From an optimization exercise on the open Yosys and OpenROAD flow, aimed at small area, a short achievable clock period and few clock cycles; shortcuts taken in it are not production practice.
Function was checked by simulation only, so behaviour that the tests miss may differ from the original.

job 4071:
## drygascon128
module drygascon128(
    input wire clk,
    input wire clk_en,
    input wire rst,
    input wire [31:0] din,
    input wire [3:0] ds,
    input wire wr_i,
    input wire wr_c,
    input wire wr_x,
    input wire [3:0] rounds,
    input wire start,
    input wire rd_r,
    input wire rd_c,
    output reg [31:0] dout,
    output reg idle
    );
Settings: LEC_CHECK=0, CAP_MARGIN=20, CORE_MARGIN=2, CORE_UTILIZATION=40, SETUP_SLACK_MARGIN=4.5, SLEW_MARGIN=20; clock period 7.5 ns.
run.sh (not shown) runs the stock make flow with config.mk's settings and CLKGATE_MAP_FILE= SYNTH_SCRIPT=/design/flow/synth_recipe.tcl, a recipe that flattens the netlist after the stock synthesis.
Testbench counts of job 4071, summed over its fixed seeds: cycles 61,126.
## Diff of input files: job 2235 against job 4071
==> flow/flow/run.sh (new file) <==
#!/bin/bash
# The standard layout (standard.sh: the ORFS flow with its standard synthesis), with
# plain buffers (buf_4) on the ports instead of the delay cells buffer_ports picks, and with
# the resizer free to change a cell's footprint when it sizes it.
set -euo pipefail
bash standard.sh 'BUFFER_PORTS_ARGS=-buffer_cell sky130_fd_sc_hd__buf_4' MATCH_CELL_FOOTPRINT=0 finish > make_finish.log 2>&1
==> flow/standard.sh (new file) <==
#!/bin/bash
# synth_recipe.tcl (not shown) runs the flow's synth.tcl, then flattens the netlist and writes it again
# the make line also repeats each setting of config.mk as NAME=value (left out here)
make -C /OpenROAD-flow-scripts/flow DESIGN_CONFIG=/design/flow/config.mk WORK_HOME=/design/flow/orfs CLKGATE_MAP_FILE= SYNTH_SCRIPT=/design/flow/synth_recipe.tcl "${@:-finish}"
removed: flow/run.sh
==> notes.md <==
c[51]$_DFFE_PP_ as the critical path launch point was reported by job 4071, and c[196]$_DFFE_PP_ by job 2235. Job 4071 reports its timing endpoint of the critical path as r[85]$_DFFE_PP_ while job 2235 reports c[223]$_DFFE_PP_. From job 4071 to job 2235 the numbers moved as follows: wire length saw an increase; number of synthesized register bits saw little to no change. Changes observed in job 2235 relative to job 4071: setup slack up 0.015 ns, final-layout worst hold slack down 0.018 ns, routed length on met3 up about 10%.
What job 7402 does differently from job 2235 at the input level:
Settings: SETUP_SLACK_MARGIN changed from 4.5 to 4.75.
==> flow/run.sh (new file) <==
#!/bin/bash
# synth_recipe.tcl (not shown) runs the flow's synth.tcl, then flattens the netlist and writes it again
# the make line also repeats each setting of config.mk as NAME=value (left out here)
make -C /OpenROAD-flow-scripts/flow DESIGN_CONFIG=/design/flow/config.mk WORK_HOME=/design/flow/orfs CLKGATE_MAP_FILE= SYNTH_SCRIPT=/design/flow/synth_recipe.tcl finish
removed: flow/flow/run.sh
removed: flow/standard.sh
Notes after the runs:
Against job 2235 as the reference, job 7402 delivers a higher post-route non-filler standard cell count.
Job 7402 against job 2235: count of clock-buffer cells in the layout rose by 11; initial DRC count now sits higher; post-CTS repair timing setup buffer count rose about 400%; post-route worst hold slack up 0.020 ns.
Diff job 2235 -> job 7402 | maximum frequency | up by a little under 10%
The via count reported for job 7402 is higher than the one for job 2235.
The clock-pin transition on the worst setup and hold timing paths of job 2235 and that of job 7402 are within noise of each other.
What job 4658 does differently from job 7402 at the input level:
Settings: changing SETUP_SLACK_MARGIN from 4.75 to 4.25.
Findings:
Against job 7402, job 4658 comes in 6.5 points higher on final worst-path cycle share.
Diff job 7402 -> job 4658: detailed-routed wire length on met2 shows a reduction of 8.8 mm; fill cell instance count of the final layout climbed 7.1%; count of routing violations after the opening detailed-route iteration has decreased; final wirelength went down; share of cells above drive strength 1 -12 points.
In job 4658 the number of stages on the worst setup path turned out 2 lower than in job 7402.
Compared with job 7402, job 4658 degrades setup slack.

* * *

## pepper
The RTL this note starts from:
==> flow/design.v <==
`timescale 1ns / 1ps
`default_nettype none
module gascon5_round(
    input wire [320-1:0] din,
    input wire [4-1:0] round,
    output wire [320-1:0] out
    );
wire [63:0] a0 = din[0*64+:64] ^ din[4*64+:64];
wire [63:0] a1 = din[1*64+:64];
wire [63:0] a2 = din[2*64+:64] ^ din[1*64+:64] ^ {56'd0, ~round, round};
wire [63:0] a3 = din[3*64+:64];
wire [63:0] a4 = din[4*64+:64] ^ din[3*64+:64];
wire [63:0] b0 = a0 ^ (~a1 & a2);
wire [63:0] b1 = a1 ^ (~a2 & a3);
wire [63:0] b2 = a2 ^ (~a3 & a4);
wire [63:0] b3 = a3 ^ (~a4 & a0);
wire [63:0] b4 = a4 ^ (~a0 & a1);
wire [63:0] s0 = b0 ^ b4;
wire [63:0] s1 = b1 ^ b0;
wire [63:0] s2 = ~b2;
wire [63:0] s3 = b3 ^ b2;
wire [63:0] s4 = b4;
function [63:0] birotr;
    input [63:0] v;
    input integer s;
    reg [31:0] i0, i1;
    integer s2, s3;
    begin
        i0 = v[31:0];
        i1 = v[63:32];
        s2 = s / 2;
        s3 = (s2 + 1) % 32;
        if (s % 2 == 1)
            birotr = {(i0 >> s3) | (i0 << ((32 - s3) % 32)), (i1 >> s2) | (i1 << ((32 - s2) % 32))};
        else
            birotr = {(i1 >> s2) | (i1 << ((32 - s2) % 32)), (i0 >> s2) | (i0 << ((32 - s2) % 32))};
    end
endfunction
assign out[0*64+:64] = s0 ^ birotr(s0, 19) ^ birotr(s0, 28);
assign out[1*64+:64] = s1 ^ birotr(s1, 61) ^ birotr(s1, 38);
assign out[2*64+:64] = s2 ^ birotr(s2,  1) ^ birotr(s2,  6);
assign out[3*64+:64] = s3 ^ birotr(s3, 10) ^ birotr(s3, 17);
assign out[4*64+:64] = s4 ^ birotr(s4,  7) ^ birotr(s4, 40);
endmodule
module drygascon128(
    input wire clk,
    input wire clk_en,
    input wire rst,
    input wire [31:0] din,
    input wire [3:0] ds,
    input wire wr_i,
    input wire wr_c,
    input wire wr_x,
    input wire [3:0] rounds,
    input wire start,
    input wire rd_r,
    input wire rd_c,
    output reg [31:0] dout,
    output reg idle
    );
reg [319:0] c;
reg [127:0] x;
reg [127:0] r;
reg mx;         
reg [3:0] cnt;  
wire last_mix = (cnt == 4'd13);
wire mw_en = mx & ~last_mix;        
wire [9:0] d = r[9:0];
wire [319:0] mw;
genvar k;
generate for (k = 0; k < 5; k = k + 1) begin : g_mix
    assign mw[64*k+:32] = mw_en ? x[d[2*k+:2]*32+:32] : 32'd0;
    assign mw[64*k+32+:32] = 32'd0;
end endgenerate
wire [319:0] core_out;
gascon5_round u_round(.din(c), .round(mx ? 4'd0 : cnt), .out(core_out));
wire [127:0] acc = core_out[127:0] ^ {core_out[159:128], core_out[255:160]};
wire go = ~idle | (start & ~mx);    
wire keep = ~idle & ~mx;            
always @(posedge clk) begin
    if (clk_en) begin
        if (go)
            c <= core_out ^ mw;
        else if (wr_c | rd_c)
            c <= {wr_c ? din : c[31:0], c[319:32]};
        else if (start)
            c <= c ^ mw;
        if (wr_x)
            x <= {din, x[127:32]};
        if (go | start) begin
            if (mw_en)
                r <= {idle ? {6'd0, ds} : 10'd0, r[127:10]};
            else
                r <= (keep ? r : 128'd0) ^ acc;
        end else if (wr_i | rd_r)
            r <= {wr_i ? din : r[31:0], r[127:32]};
        dout <= rd_c ? c[31:0] : r[31:0];
    end
end
always @(posedge clk) begin
    if (clk_en) begin
        if (rst) begin
            idle <= 1'b1;
            mx <= 1'b0;
            cnt <= 4'd0;
        end else if (idle) begin
            if (wr_i)
                mx <= 1'b1;
            if (start && (mx || rounds != 4'd1)) begin
                idle <= 1'b0;
                cnt <= mx ? 4'd0 : 4'd1;
            end
        end else if (mx) begin
            if (last_mix) begin
                mx <= 1'b0;
                cnt <= 4'd1;
            end else
                cnt <= cnt + 4'd1;
        end else if (cnt == rounds - 4'd1) begin
            idle <= 1'b1;
            cnt <= 4'd0;
        end else
            cnt <= cnt + 4'd1;
    end
end
endmodule
`default_nettype wire
==> flow/config.mk <==
export PLATFORM = sky130hd
export DESIGN_NAME = drygascon128
export DESIGN_NICKNAME = drygascon128
export VERILOG_FILES = /design/flow/design.v
export SDC_FILE = /design/flow/constraint.sdc
export NUM_CORES = 4
export LEC_CHECK = 0
export CAP_MARGIN = 20
export CORE_MARGIN = 2
export CORE_UTILIZATION = 40
export PLACE_DENSITY = 0.8
export SETUP_SLACK_MARGIN = 4.5
export SLEW_MARGIN = 20
==> flow/constraint.sdc <==
create_clock -name core_clock -period 7.5 [get_ports {clk}]
set_input_delay 1.5000 -clock core_clock [delete_from_list [all_inputs] [get_ports {clk}]]
set_output_delay 1.5000 -clock core_clock [all_outputs]
set_load 0.01 [all_outputs]
Stock flow here: none of the scripts above is used.
Testbench counts of pepper, summed over its fixed seeds: cycles 61,126.
Changes in violet relative to pepper:
Settings: clearing PLACE_DENSITY, which used to be 0.8.
Result for pepper and violet: all clean
Worst slack on hold paths is lower on pepper
For the relative slew slack, violet came in 2.9 points lower than pepper did.
[compare] base=pepper new=violet: number of standard cells in the final layout excluding fillers comparable, wire length shows an increase of about 2%.
Sort pepper and violet by signal arrival time at the worst endpoint, descending, and pepper comes first.
Input changes introduced in onyx (baseline for comparison: violet):
==> flow/flow/run.sh (new file) <==
#!/bin/bash
# The standard layout (standard.sh: the ORFS flow with its standard synthesis), with
# plain buffers (buf_4) on the ports instead of the delay cells buffer_ports picks, and with
# the resizer free to change a cell's footprint when it sizes it.
set -euo pipefail
bash standard.sh 'BUFFER_PORTS_ARGS=-buffer_cell sky130_fd_sc_hd__buf_4' MATCH_CELL_FOOTPRINT=0 finish > make_finish.log 2>&1
==> flow/standard.sh (new file) <==
#!/bin/bash
# synth_recipe.tcl (not shown) runs the flow's synth.tcl, then flattens the netlist and writes it again
# the make line also repeats each setting of config.mk as NAME=value (left out here)
make -C /OpenROAD-flow-scripts/flow DESIGN_CONFIG=/design/flow/config.mk WORK_HOME=/design/flow/orfs CLKGATE_MAP_FILE= SYNTH_SCRIPT=/design/flow/synth_recipe.tcl "${@:-finish}"
removed: flow/run.sh
==> notes.md <==
Across violet and onyx, none had a timing, DRC or antenna violation. Any difference in die footprint between onyx and violet is small enough to ignore. Detailed route, onyx vs violet: via total lower for onyx. ~same wire length on met2 in violet and onyx. First-pass GRT wire length: onyx vs violet — no meaningful difference. For violet, the kind of critical path was in -> reg, unlike onyx, where it was reg -> reg.
--- input diff onyx..ember ---
Settings: CTS_BUF_LIST now sky130_fd_sc_hd__clkbuf_8, previously not set; CTS_CLUSTER_SIZE now 20, previously not set.
==> flow/run.sh (new file) <==
#!/bin/bash
# synth_recipe.tcl (not shown) runs the flow's synth.tcl, then flattens the netlist and writes it again
# the make line also repeats each setting of config.mk as NAME=value (left out here)
make -C /OpenROAD-flow-scripts/flow DESIGN_CONFIG=/design/flow/config.mk WORK_HOME=/design/flow/orfs CLKGATE_MAP_FILE= SYNTH_SCRIPT=/design/flow/synth_recipe.tcl finish
removed: flow/flow/run.sh
removed: flow/standard.sh
Notes after the runs:
[compare] base=onyx new=ember: utilization after layout lost 0.19 points; stage delay of the slowest cell on the critical path now sits lower; critical path depth lower; worst path buffer plus inverter count saw an increase.
Diff onyx..ember | die area | negligible
Going from onyx to ember, the worst reg2reg path depth was found to have gone down by 2.
Of the two values seen for cell with the largest stage delay on the worst path, sky130_fd_sc_hd__buf_12 was produced by ember and sky130_fd_sc_hd__xnor2_2 by onyx.
The worst hold slack in ember sits 0.0061 ns below the value recorded for onyx.
A kind of critical path of reg -> reg is what onyx shows, while in -> reg belongs to ember.
The first-pass GRT wire length of ember and that of onyx are within noise of each other.

static timing again, ports no longer ideal:
How much do the figures lean on ideal ports? The routed layouts below were timed once more, with nothing changed but the port constraints.
Step 1: set_driving_cell puts a clkbuf_16 on clk and a buf_2 on each other input, an assumption about the parent block.
Step 2 adds t to the input delays and takes it off the output delays; t is the mean of the earliest and latest rising clock arrival at the registers after step 1. Input paths then give back, and output paths get back, about the clock's delay inside the block.
a / b / c = ideal ports / drivers / drivers and shift; a / b = the first two.
run | shift t [ns] | slack for setup (ns) | clock arrival spread, ns | worst slew at a driven data input, ns
job 4071 | 0.780 | 4.410 / 4.410 / 3.727 | 0.043 / 0.043 | 0.15
job 2235 | 0.787 | 4.425 / 4.425 / 3.712 | 0.053 / 0.053 | 0.13
job 7402 | 0.788 | 4.647 / 4.630 / 3.995 | 0.041 / 0.041 | 0.12
job 4658 | 0.776 | 4.159 / 4.168 / 3.430 | 0.030 / 0.031 | 0.14
pepper | 0.799 | 4.262 / 4.262 / 3.710 | 0.049 / 0.049 | 0.13
violet | 0.789 | 4.401 / 4.410 / 3.670 | 0.064 / 0.065 | 0.15
onyx | 0.807 | 4.356 / 4.356 / 3.721 | 0.055 / 0.054 | 0.15
ember | 0.987 | 4.308 / 4.328 / 3.387 | 0.054 / 0.054 | 0.15
After both steps every run listed still meets setup and hold. The setup slack of ember, which loses most, moves by +0.020 ns with the drivers and by -0.921 ns with both steps.
